What follows belongs to an exercise in optimizing a design on an open flow for small area, a short achievable clock period and few clock cycles per item; a production flow would make more cautious choices.
The RTL was checked by simulation tests, not by an equivalence proof against the original design.
Power figures rest on the tool's default switching activity, not on a simulated workload.

==> inputs of trial 14 <==
==> flow/design.v <==
module JAM (
input CLK,
input RST,
output reg [2:0] W,
output reg [2:0] J,
input [6:0] Cost,
output [3:0] MatchCount,
output reg [9:0] MinCost,
output reg Valid );
localparam ST_SCAN = 3'd0, ST_POST = 3'd1, ST_AUG = 3'd2, ST_EQ = 3'd3,
           ST_ELIM = 3'd4, ST_RYS = 3'd5, ST_FIN = 3'd6, ST_DONE = 3'd7;
integer k, m;
reg [2:0] st;
reg [7:0] p  [0:7];    
reg [7:0] K  [0:7];    
reg [2:0] way[0:7];    
reg [7:0] wayS;        
reg [2:0] pm [0:7];    
reg [7:0] matched, used;
reg [2:0] r, i0, j0, jc, j1;
reg       j0s, first, eqhead;
reg signed [9:0] U;    
reg [7:0] runmin;
reg [6:0] Dprev;
reg [7:0] Pc, Kc, Pj1;   
reg [7:0] Rm, S;   
reg [3:0] acc, prodP;
assign MatchCount = acc;
reg       parP;
reg [2:0] jq;
reg       hq;
reg [2:0] rq;    
reg [2:0] jn; reg ld, ld_corr, ld_zero;
wire [7:0] pn = p[jn];
wire [7:0] kn = K[jn];
wire [6:0] c_D = (st == ST_POST) ? runmin[6:0] : Dprev;
wire [7:0] pcor = pn + {1'b0, c_D} - kn;
wire       cpos = {1'b0, c_D} > kn;
wire [7:0] pnew = ld_zero ? 8'd0 : ((ld_corr & cpos) ? pcor : pn);
wire signed [10:0] Pc_s = {3'b0, Pc};
wire signed [10:0] U_s  = {U[9], U};
wire signed [10:0] Kc_s = {3'b0, Kc};
wire signed [10:0] rm_s = {3'b0, runmin};
wire signed [10:0] P1_s = {3'b0, Pj1};
wire signed [10:0] Q  = Pc_s - U_s;
wire signed [10:0] cs = {4'b0, Cost};
wire signed [10:0] t  = cs + Q;
wire signed [10:0] Y1 = Kc_s - Q;
wire signed [10:0] Y2 = rm_s - Q;
wire [7:0] tsat = (t[10:8] != 3'b000) ? 8'hFF : t[7:0];
wire lt  = first | (cs < Y1);
wire rmt = cs < Y2;
wire rmk = Kc < runmin;
wire rm_lt = lt ? rmt : rmk;
wire [7:0] above = ~used & (8'hFE << jq);
reg [2:0] jnext; reg has_next;
always @* begin
    jnext = 3'd0; has_next = |above;
    for (k = 7; k >= 0; k = k - 1)
        if (above[k]) jnext = k;
end
wire [7:0] used_j1 = used | (8'd1 << j1);
reg [2:0] f0r, f1r, f2r; reg h1r, h2r;
reg [2:0] g0, g1, g2; reg hg1, hg2;
always @* begin
    g0 = 3'd0;
    for (k = 7; k >= 0; k = k - 1) if (!used_j1[k]) g0 = k;
    g1 = 3'd0; hg1 = 1'b0;
    for (k = 7; k >= 0; k = k - 1) if (!used_j1[k] && k > g0) begin g1 = k; hg1 = 1'b1; end
    g2 = 3'd0; hg2 = 1'b0;
    for (k = 7; k >= 0; k = k - 1) if (!used_j1[k] && k > g1) begin g2 = k; hg2 = 1'b1; end
end
wire j1_f0 = (j1 == f0r);
wire j1_f01 = j1_f0 | (j1 == f1r);
wire [2:0] jfirst  = j1_f0 ? f1r : f0r;
wire [2:0] jsecond = j1_f01 ? f2r : f1r;
wire has_second = j1_f01 ? h2r : h1r;
wire [2:0] pm_j1 = pm[j1];
wire [2:0] way_j1 = way[j1];
wire       wayS_j1 = wayS[j1];
wire [2:0] pm_new = wayS_j1 ? r : pm[way_j1];
wire signed [10:0] U_post = cs + P1_s - rm_s;
wire [8:0] cp = {2'b0, Cost} + {1'b0, Pc};
wire       eq_wrap = (jq + 3'd1 == rq);
wire [2:0] jq_n = eq_wrap ? jq + 3'd2 : jq + 3'd1;
wire [2:0] rq_n = eq_wrap ? rq + 3'd1 : rq;
wire aug = (st == ST_POST && !matched[j1]) || st == ST_AUG;
wire phase_end = aug && wayS_j1;
always @* begin
    if (st == ST_POST) begin W = pm_j1; J = j1; end
    else begin W = i0; J = jc; end
end
reg [7:0] Af [0:7];    
reg [7:0] rowo, colo, rem;
always @* begin
    for (m = 0; m < 8; m = m + 1)
        for (k = 0; k < 8; k = k + 1)
            Af[m][k] = K[m][(k - m) & 7];
    for (m = 0; m < 8; m = m + 1) begin
        rowo[m] = 1'b0; colo[m] = 1'b0;
        for (k = 0; k < 8; k = k + 1)
            if (k != m) begin
                rowo[m] = rowo[m] | (Af[m][k] & Rm[k]);
                colo[m] = colo[m] | (Af[k][m] & Rm[k]);
            end
        rem[m] = Rm[m] & ~(rowo[m] & colo[m]);
    end
end
function [1:0] fa(input a, input b, input c);
    fa = {(a & b) | (c & (a ^ b)), a ^ b ^ c};
endfunction
function [3:0] pop8(input [7:0] x);
    reg [1:0] A, B, C, D, E, F;
    begin
        A = fa(x[0], x[1], x[2]);
        B = fa(x[3], x[4], x[5]);
        C = {x[6] & x[7], x[6] ^ x[7]};
        D = fa(A[0], B[0], C[0]);
        E = fa(A[1], B[1], C[1]);
        F = {E[0] & D[1], E[0] ^ D[1]};
        pop8 = {E[1] & F[1], E[1] ^ F[1], F[0], D[0]};
    end
endfunction
reg [3:0] rsum;
reg [7:0] rz, ra, rb0, rb1, re0, re1;
reg [3:0] ne0, ne1, nb0;
reg [4:0] esum;
reg [1:0] bb;
reg [3:0] term;
always @* begin
    for (m = 0; m < 8; m = m + 1) begin
        rsum = pop8(Af[m] & S);
        rz[m] = 1'b0; re0[m] = 1'b0; re1[m] = 1'b0; ra[m] = 1'b0; rb0[m] = 1'b0; rb1[m] = 1'b0;
        case (rsum)
        4'd0: rz[m] = 1'b1;
        4'd2: re0[m] = 1'b1;
        4'd3: begin ra[m] = 1'b1; rb0[m] = 1'b1; rb1[m] = 1'b1; end
        4'd4: re1[m] = 1'b1;
        4'd5: rb0[m] = 1'b1;
        4'd6: begin re0[m] = 1'b1; ra[m] = 1'b1; rb0[m] = 1'b1; rb1[m] = 1'b1; end
        4'd7: begin ra[m] = 1'b1; rb1[m] = 1'b1; end
        4'd8: begin re0[m] = 1'b1; re1[m] = 1'b1; end
        default: ;
        endcase
    end
    ne0 = pop8(re0 & Rm);
    ne1 = pop8(re1 & Rm);
    nb0 = pop8(rb0 & Rm);
    esum = {1'b0, ne0} + {ne1, 1'b0};
    bb = nb0[1:0] + {^(rb1 & Rm), 1'b0};
    term = {bb, 2'b01};                  
    if (^(ra & Rm)) term = 4'd0 - term;
    term = term << esum[1:0];
    if (|(rz & Rm) || esum > 5'd3) term = 4'd0;
end
wire [3:0] acc_n = parP ? acc - prodP : acc + prodP;
wire [7:0] S_n = ((S | ~Rm) + 8'd1) & Rm;
always @* begin
    jn = jq; ld = 1'b0; ld_corr = 1'b0; ld_zero = 1'b0;
    case (st)
    ST_SCAN: begin
        jn = jq; ld = hq;
        ld_corr = first & hq; ld_zero = first & hq & (r == 3'd0);
    end
    ST_POST, ST_AUG: begin
        jn = (st == ST_POST && matched[j1]) ? jfirst : jq;    
        if (st == ST_POST && matched[j1]) ld = 1'b1;
        else if (phase_end) begin ld = 1'b1; ld_corr = 1'b1; end
    end
    ST_EQ: begin
        jn = jq; ld = 1'b1; ld_corr = (rq == 3'd0);
    end
    default: ;
    endcase
end
always @(posedge CLK) begin
    if (ld_corr | ld_zero) p[jn] <= pnew;
    if (ld) begin Pc <= pnew; Kc <= kn; end
    if (RST) begin
        p[0] <= 8'd0; Pc <= 8'd0;
        st <= ST_SCAN;
        Valid <= 1'b0;
        matched <= 8'd0;
        used <= 8'd0;
        r <= 3'd0; i0 <= 3'd0; jc <= 3'd0; j0 <= 3'd0; j1 <= 3'd0; jq <= 3'd1; hq <= 1'b1;
        f0r <= 3'd0; f1r <= 3'd1; f2r <= 3'd2; h1r <= 1'b1; h2r <= 1'b1;
        j0s <= 1'b1; first <= 1'b1;
        U <= 10'sd0;
        runmin <= 8'hFF;
        Dprev <= 7'd0;
    end else begin
        case (st)
        ST_SCAN: begin
            if (lt) begin
                K[jc] <= tsat;
                way[jc] <= j0;
                wayS[jc] <= j0s;
            end
            if (rm_lt) begin
                runmin <= lt ? tsat : Kc;
                j1 <= jc;
                Pj1 <= Pc;
            end
            if (hq) begin
                jc <= jq; jq <= jnext; hq <= has_next;
            end else begin
                st <= ST_POST; jq <= 3'd0;
            end
        end
        ST_POST, ST_AUG: begin
            if (st == ST_POST && matched[j1]) begin
                U <= U_post[9:0];
                used <= used_j1;
                i0 <= pm_j1;
                j0 <= j1; j0s <= 1'b0;
                first <= 1'b0;
                runmin <= 8'hFF;
                jc <= jfirst; jq <= jsecond; hq <= has_second;
                f0r <= g0; f1r <= g1; f2r <= g2; h1r <= hg1; h2r <= hg2;
                st <= ST_SCAN;
            end else begin
                if (st == ST_POST) Dprev <= runmin[6:0];
                pm[j1] <= pm_new;
                matched[j1] <= 1'b1;
                if (wayS_j1) begin
                    if (r == 3'd7) begin
                        st <= ST_EQ; r <= 3'd0; jc <= 3'd0; jq <= 3'd1; rq <= 3'd0;
                        i0 <= (j1 == 3'd0) ? pm_new : pm[0];
                        eqhead <= 1'b1; MinCost <= 10'd0;
                    end else begin
                        r <= r + 3'd1; i0 <= r + 3'd1;
                        j0s <= 1'b1; first <= 1'b1; U <= 10'sd0;
                        used <= 8'd0; runmin <= 8'hFF; jc <= 3'd0; jq <= 3'd1; hq <= 1'b1;
                        f0r <= 3'd0; f1r <= 3'd1; f2r <= 3'd2; h1r <= 1'b1; h2r <= 1'b1;
                        st <= ST_SCAN;
                    end
                end else begin
                    j1 <= way_j1;
                    st <= ST_AUG;
                end
            end
        end
        ST_EQ: begin
            if (eqhead) begin
                U <= {1'b0, cp};
                MinCost <= MinCost + {3'b0, Cost};
                K[r] <= {1'b1, K[r][7:1]};
                eqhead <= 1'b0;
                jc <= jq; jq <= jq_n; rq <= rq_n;
            end else begin
                K[r] <= {(cp == U[8:0]), K[r][7:1]};
                if (jc + 3'd1 == r) begin
                    if (r == 3'd7) begin
                        st <= ST_ELIM; Rm <= 8'hFF;
                    end else begin
                        r <= r + 3'd1; i0 <= pm[r + 3'd1];
                        eqhead <= 1'b1;
                        jc <= jq; jq <= jq_n; rq <= rq_n;
                    end
                end else begin
                    jc <= jq; jq <= jq_n; rq <= rq_n;
                end
            end
        end
        ST_ELIM: begin
            if (rem == 8'd0) begin
                st <= ST_RYS; S <= 8'd0; acc <= 4'd0; prodP <= 4'd0; parP <= 1'b0;
            end else begin
                Rm <= Rm & ~rem;
            end
        end
        ST_RYS: begin
            prodP <= term;
            parP <= ^(Rm ^ S);
            acc <= acc_n;
            S <= S_n;
            if (S == Rm) st <= ST_FIN;
        end
        ST_FIN: begin
            acc <= acc_n;
            Valid <= 1'b1;
            st <= ST_DONE;
        end
        default: ;
        endcase
    end
end
endmodule
==> flow/run.sh <==
#!/bin/bash
# synth_recipe.tcl (not shown) runs the flow's synth.tcl, then flattens the netlist and writes it again
# the make line also repeats each setting of config.mk as NAME=value (left out here)
make -C /OpenROAD-flow-scripts/flow DESIGN_CONFIG=/design/flow/config.mk WORK_HOME=/design/flow/orfs CLKGATE_MAP_FILE= SYNTH_SCRIPT=/design/flow/synth_recipe.tcl finish
==> flow/config.mk <==
export PLATFORM = sky130hd
export DESIGN_NAME = JAM
export DESIGN_NICKNAME = JAM
export VERILOG_FILES = /design/flow/design.v
export SDC_FILE = /design/flow/constraint.sdc
export NUM_CORES = 4
export LEC_CHECK = 0
export CAP_MARGIN = 20
export CORE_MARGIN = 2
export CORE_UTILIZATION = 40
export SLEW_MARGIN = 20
==> flow/constraint.sdc <==
create_clock -name core_clock -period 6.0 [get_ports {CLK}]
set_input_delay 1.2000 -clock core_clock [delete_from_list [all_inputs] [get_ports {CLK}]]
set_output_delay 1.2000 -clock core_clock [all_outputs]
set_load 0.01 [all_outputs]
==> build 82: changes against trial 14 <==
--- a/flow/design.v
+++ b/flow/design.v
@@ -8,8 +8,9 @@
 output reg [9:0] MinCost,
 output reg Valid );
-localparam ST_SCAN = 3'd0, ST_POST = 3'd1, ST_AUG = 3'd2, ST_EQ = 3'd3,
-           ST_ELIM = 3'd4, ST_RYS = 3'd5, ST_FIN = 3'd6, ST_DONE = 3'd7;
-integer k, m;
-reg [2:0] st;
+localparam ST_SCAN = 4'd0, ST_POST = 4'd1, ST_AUG = 4'd2, ST_EQ = 4'd3,
+           ST_ELIM = 4'd4, ST_RYS = 4'd5, ST_FIN = 4'd6, ST_DONE = 4'd7,
+           ST_PREP = 4'd8;
+integer k, m, n;
+reg [3:0] st;
 reg [7:0] p  [0:7];    
 reg [7:0] K  [0:7];    
@@ -24,4 +25,5 @@
 reg [6:0] Dprev;
 reg [7:0] Pc, Kc, Pj1;   
+reg signed [10:0] Qr, Y1r;   
 reg [7:0] Rm, S;   
 reg [3:0] acc, prodP;
@@ -29,13 +31,24 @@
 reg       parP;
 reg [2:0] jq;
+reg [7:0] jqh;   
 reg       hq;
 reg [2:0] rq;    
 reg [2:0] jn; reg ld, ld_corr, ld_zero;
-wire [7:0] pn = p[jn];
-wire [7:0] kn = K[jn];
+reg [7:0] pn, kn;
+always @* begin
+    pn = 8'd0; kn = 8'd0;
+    for (k = 0; k < 8; k = k + 1) begin
+        pn = pn | ({8{jqh[k]}} & p[k]);
+        kn = kn | ({8{jqh[k]}} & K[k]);
+    end
+end
 wire [6:0] c_D = (st == ST_POST) ? runmin[6:0] : Dprev;
 wire [7:0] pcor = pn + {1'b0, c_D} - kn;
 wire       cpos = {1'b0, c_D} > kn;
 wire [7:0] pnew = ld_zero ? 8'd0 : ((ld_corr & cpos) ? pcor : pn);
+wire signed [10:0] pn_s = {3'b0, pn};
+wire signed [10:0] kn_s = {3'b0, kn};
+wire signed [10:0] pnew_s = {3'b0, pnew};
+reg ldq, ldq_first;
 wire signed [10:0] Pc_s = {3'b0, Pc};
 wire signed [10:0] U_s  = {U[9], U};
@@ -43,11 +56,9 @@
 wire signed [10:0] rm_s = {3'b0, runmin};
 wire signed [10:0] P1_s = {3'b0, Pj1};
-wire signed [10:0] Q  = Pc_s - U_s;
 wire signed [10:0] cs = {4'b0, Cost};
-wire signed [10:0] t  = cs + Q;
-wire signed [10:0] Y1 = Kc_s - Q;
-wire signed [10:0] Y2 = rm_s - Q;
+wire signed [10:0] t  = cs + Qr;
+wire signed [10:0] Y2 = rm_s - Qr;
 wire [7:0] tsat = (t[10:8] != 3'b000) ? 8'hFF : t[7:0];
-wire lt  = first | (cs < Y1);
+wire lt  = first | (cs < Y1r);
 wire rmt = cs < Y2;
 wire rmk = Kc < runmin;
@@ -61,19 +72,9 @@
 end
 wire [7:0] used_j1 = used | (8'd1 << j1);
-reg [2:0] f0r, f1r, f2r; reg h1r, h2r;
-reg [2:0] g0, g1, g2; reg hg1, hg2;
-always @* begin
-    g0 = 3'd0;
-    for (k = 7; k >= 0; k = k - 1) if (!used_j1[k]) g0 = k;
-    g1 = 3'd0; hg1 = 1'b0;
-    for (k = 7; k >= 0; k = k - 1) if (!used_j1[k] && k > g0) begin g1 = k; hg1 = 1'b1; end
-    g2 = 3'd0; hg2 = 1'b0;
-    for (k = 7; k >= 0; k = k - 1) if (!used_j1[k] && k > g1) begin g2 = k; hg2 = 1'b1; end
-end
-wire j1_f0 = (j1 == f0r);
-wire j1_f01 = j1_f0 | (j1 == f1r);
-wire [2:0] jfirst  = j1_f0 ? f1r : f0r;
-wire [2:0] jsecond = j1_f01 ? f2r : f1r;
-wire has_second = j1_f01 ? h2r : h1r;
+reg [2:0] jfirst;
+always @* begin
+    jfirst = 3'd0;
+    for (k = 7; k >= 0; k = k - 1) if (!used_j1[k]) jfirst = k;
+end
 wire [2:0] pm_j1 = pm[j1];
 wire [2:0] way_j1 = way[j1];
@@ -122,6 +123,10 @@
     end
 endfunction
-reg [3:0] rsum;
+reg [31:0] rs;         
+reg [7:0] G;
+reg       parG, vP;
+reg [7:0] fl;           
 reg [7:0] rz, ra, rb0, rb1, re0, re1;
+reg [3:0] rn;
 reg [3:0] ne0, ne1, nb0;
 reg [4:0] esum;
@@ -129,18 +134,17 @@
 reg [3:0] term;
 always @* begin
+    fl = 8'd0;
+    for (k = 7; k >= 0; k = k - 1) if (Rm[k] && !S[k]) fl = 8'd1 << k;
+end
+wire fl_on = ~|(G & fl);
+always @* begin
     for (m = 0; m < 8; m = m + 1) begin
-        rsum = pop8(Af[m] & S);
-        rz[m] = 1'b0; re0[m] = 1'b0; re1[m] = 1'b0; ra[m] = 1'b0; rb0[m] = 1'b0; rb1[m] = 1'b0;
-        case (rsum)
-        4'd0: rz[m] = 1'b1;
-        4'd2: re0[m] = 1'b1;
-        4'd3: begin ra[m] = 1'b1; rb0[m] = 1'b1; rb1[m] = 1'b1; end
-        4'd4: re1[m] = 1'b1;
-        4'd5: rb0[m] = 1'b1;
-        4'd6: begin re0[m] = 1'b1; ra[m] = 1'b1; rb0[m] = 1'b1; rb1[m] = 1'b1; end
-        4'd7: begin ra[m] = 1'b1; rb1[m] = 1'b1; end
-        4'd8: begin re0[m] = 1'b1; re1[m] = 1'b1; end
-        default: ;
-        endcase
+        rn = rs[4*m +: 4];
+        rz[m]  = (rn == 4'd0);
+        re0[m] = (rn == 4'd2) | (rn == 4'd6) | (rn == 4'd8);
+        re1[m] = (rn == 4'd4) | (rn == 4'd8);
+        ra[m]  = (rn == 4'd3) | (rn == 4'd6) | (rn == 4'd7);
+        rb0[m] = (rn == 4'd3) | (rn == 4'd5) | (rn == 4'd6);
+        rb1[m] = (rn == 4'd3) | (rn == 4'd6) | (rn == 4'd7);
     end
     ne0 = pop8(re0 & Rm);
@@ -154,20 +158,21 @@
     if (|(rz & Rm) || esum > 5'd3) term = 4'd0;
 end
-wire [3:0] acc_n = parP ? acc - prodP : acc + prodP;
+wire [3:0] acc_n = !vP ? acc : parP ? acc - prodP : acc + prodP;
 wire [7:0] S_n = ((S | ~Rm) + 8'd1) & Rm;
 always @* begin
-    jn = jq; ld = 1'b0; ld_corr = 1'b0; ld_zero = 1'b0;
+    jn = jq; ld = 1'b0; ld_corr = 1'b0; ld_zero = 1'b0; ldq = 1'b0; ldq_first = first;
     case (st)
     ST_SCAN: begin
-        jn = jq; ld = hq;
+        jn = jq; ld = hq; ldq = hq;
         ld_corr = first & hq; ld_zero = first & hq & (r == 3'd0);
     end
     ST_POST, ST_AUG: begin
-        jn = (st == ST_POST && matched[j1]) ? jfirst : jq;    
-        if (st == ST_POST && matched[j1]) ld = 1'b1;
-        else if (phase_end) begin ld = 1'b1; ld_corr = 1'b1; end
+        if (phase_end) begin ld = 1'b1; ld_corr = 1'b1; ldq = 1'b1; ldq_first = 1'b1; end
     end
     ST_EQ: begin
         jn = jq; ld = 1'b1; ld_corr = (rq == 3'd0);
+    end
+    ST_PREP: begin
+        ld = 1'b1; ldq = 1'b1; ldq_first = 1'b0;
     end
     default: ;
@@ -177,12 +182,15 @@
     if (ld_corr | ld_zero) p[jn] <= pnew;
     if (ld) begin Pc <= pnew; Kc <= kn; end
+    if (ldq) begin
+        Qr  <= ldq_first ? pnew_s : pn_s - U_s;
+        Y1r <= kn_s - pn_s + U_s;
+    end
     if (RST) begin
-        p[0] <= 8'd0; Pc <= 8'd0;
+        p[0] <= 8'd0; Pc <= 8'd0; Qr <= 11'sd0;
         st <= ST_SCAN;
         Valid <= 1'b0;
         matched <= 8'd0;
         used <= 8'd0;
-        r <= 3'd0; i0 <= 3'd0; jc <= 3'd0; j0 <= 3'd0; j1 <= 3'd0; jq <= 3'd1; hq <= 1'b1;
-        f0r <= 3'd0; f1r <= 3'd1; f2r <= 3'd2; h1r <= 1'b1; h2r <= 1'b1;
+        r <= 3'd0; i0 <= 3'd0; jc <= 3'd0; j0 <= 3'd0; j1 <= 3'd0; jq <= 3'd1; jqh <= 8'd1 << (3'd1); hq <= 1'b1;
         j0s <= 1'b1; first <= 1'b1;
         U <= 10'sd0;
@@ -203,7 +211,7 @@
             end
             if (hq) begin
-                jc <= jq; jq <= jnext; hq <= has_next;
+                jc <= jq; jq <= jnext; jqh <= 8'd1 << (jnext); hq <= has_next;
             end else begin
-                st <= ST_POST; jq <= 3'd0;
+                st <= ST_POST; jq <= 3'd0; jqh <= 8'd1 << (3'd0);
             end
         end
@@ -216,7 +224,6 @@
                 first <= 1'b0;
                 runmin <= 8'hFF;
-                jc <= jfirst; jq <= jsecond; hq <= has_second;
-                f0r <= g0; f1r <= g1; f2r <= g2; h1r <= hg1; h2r <= hg2;
-                st <= ST_SCAN;
+                jq <= jfirst; jqh <= 8'd1 << (jfirst); hq <= 1'b1;
+                st <= ST_PREP;
             end else begin
                 if (st == ST_POST) Dprev <= runmin[6:0];
@@ -225,5 +232,5 @@
                 if (wayS_j1) begin
                     if (r == 3'd7) begin
-                        st <= ST_EQ; r <= 3'd0; jc <= 3'd0; jq <= 3'd1; rq <= 3'd0;
+                        st <= ST_EQ; r <= 3'd0; jc <= 3'd0; jq <= 3'd1; jqh <= 8'd1 << (3'd1); rq <= 3'd0;
                         i0 <= (j1 == 3'd0) ? pm_new : pm[0];
                         eqhead <= 1'b1; MinCost <= 10'd0;
@@ -231,6 +238,5 @@
                         r <= r + 3'd1; i0 <= r + 3'd1;
                         j0s <= 1'b1; first <= 1'b1; U <= 10'sd0;
-                        used <= 8'd0; runmin <= 8'hFF; jc <= 3'd0; jq <= 3'd1; hq <= 1'b1;
-                        f0r <= 3'd0; f1r <= 3'd1; f2r <= 3'd2; h1r <= 1'b1; h2r <= 1'b1;
+                        used <= 8'd0; runmin <= 8'hFF; jc <= 3'd0; jq <= 3'd1; jqh <= 8'd1 << (3'd1); hq <= 1'b1;
                         st <= ST_SCAN;
                     end
@@ -241,4 +247,8 @@
             end
         end
+        ST_PREP: begin
+            jc <= jq; jq <= jnext; jqh <= 8'd1 << (jnext); hq <= has_next;
+            st <= ST_SCAN;
+        end
         ST_EQ: begin
             if (eqhead) begin
@@ -247,5 +257,5 @@
                 K[r] <= {1'b1, K[r][7:1]};
                 eqhead <= 1'b0;
-                jc <= jq; jq <= jq_n; rq <= rq_n;
+                jc <= jq; jq <= jq_n; jqh <= 8'd1 << (jq_n); rq <= rq_n;
             end else begin
                 K[r] <= {(cp == U[8:0]), K[r][7:1]};
@@ -256,8 +266,8 @@
                         r <= r + 3'd1; i0 <= pm[r + 3'd1];
                         eqhead <= 1'b1;
-                        jc <= jq; jq <= jq_n; rq <= rq_n;
+                        jc <= jq; jq <= jq_n; jqh <= 8'd1 << (jq_n); rq <= rq_n;
                     end
                 end else begin
-                    jc <= jq; jq <= jq_n; rq <= rq_n;
+                    jc <= jq; jq <= jq_n; jqh <= 8'd1 << (jq_n); rq <= rq_n;
                 end
             end
@@ -265,5 +275,7 @@
         ST_ELIM: begin
             if (rem == 8'd0) begin
-                st <= ST_RYS; S <= 8'd0; acc <= 4'd0; prodP <= 4'd0; parP <= 1'b0;
+                st <= ST_RYS; S <= 8'd0; G <= 8'd0; acc <= 4'd0; vP <= 1'b0;
+                parG <= ^Rm;
+                rs <= 32'd0;
             end else begin
                 Rm <= Rm & ~rem;
@@ -272,7 +284,12 @@
         ST_RYS: begin
             prodP <= term;
-            parP <= ^(Rm ^ S);
+            parP <= parG;
+            vP <= 1'b1;
             acc <= acc_n;
             S <= S_n;
+            G <= G ^ fl;
+            parG <= ~parG;
+            for (n = 0; n < 8; n = n + 1)
+                if (|(Af[n] & fl)) rs[4*n +: 4] <= fl_on ? rs[4*n +: 4] + 4'd1 : rs[4*n +: 4] - 4'd1;
             if (S == Rm) st <= ST_FIN;
         end
==> run notes <==
Trial 14 completed without violations. Build 82 ran to the end with no violations.
Between build 82 and trial 14, the lower total power is in trial 14 (gap 63%, measured against trial 14).
Of trial 14 and build 82, build 82 has the higher clock power (gap 13%, measured against build 82).
Between build 82 and trial 14, the lower first-iteration DRC count is in build 82 (gap 3.1%, measured against trial 14).
Of build 82 and trial 14, build 82 has the higher synthesized area (gap about 7%, measured against trial 14).
In trial 14 the count of clock-buffer cells in the layout is lower than in build 82, by 10.
Between trial 14 and build 82, the lower sequential power is in trial 14 (gap about 33%, measured against build 82).
Of build 82 and trial 14, build 82 has the higher routed wire length (gap about 6%, measured against trial 14).
Maximum frequency: trial 14 is smaller than build 82 (about 20%).
In trial 14 the via count is smaller than in build 82, by 1.9%.
Testbench counts of trial 14, summed over its fixed seeds: cycles 7,721, jobs 32.
Testbench counts of build 82, summed over its fixed seeds: cycles 8,077, jobs 32.

port drivers added, routing unchanged:
The results above use ideal ports. As a check the final layouts listed here were re-extracted and re-timed, cells and wires unchanged. Step 1 sets driving cells, clkbuf_16 on the clock port and buf_2 on the other inputs (assumed; they add their load-dependent delay and slew). Step 2 times the ports against the registers' clock, not the clock port: input delays grow and output delays shrink by t, the midpoint of the rising clock arrivals with the driver on. Slacks: ideal ports / drivers / drivers and shift; pairs: ideal ports / drivers.
run | t, ns | setup slack, ns | worst hold slack (ns) | latest minus earliest clock arrival (ns) | cell pins on the clock port's net
trial 14 | 0.626 | 0.219 / 0.219 / 0.219 | 0.457 / 0.457 / 0.457 | 0.022 / 0.022 | 1
build 82 | 0.648 | 1.421 / 1.421 / 0.889 | 0.454 / 0.454 / 0.454 | 0.036 / 0.036 | 1
After both steps setup and hold are still met in every run listed. The setup slack of build 82, which loses most, moves by 0.000 ns with the drivers and by -0.532 ns with both steps.
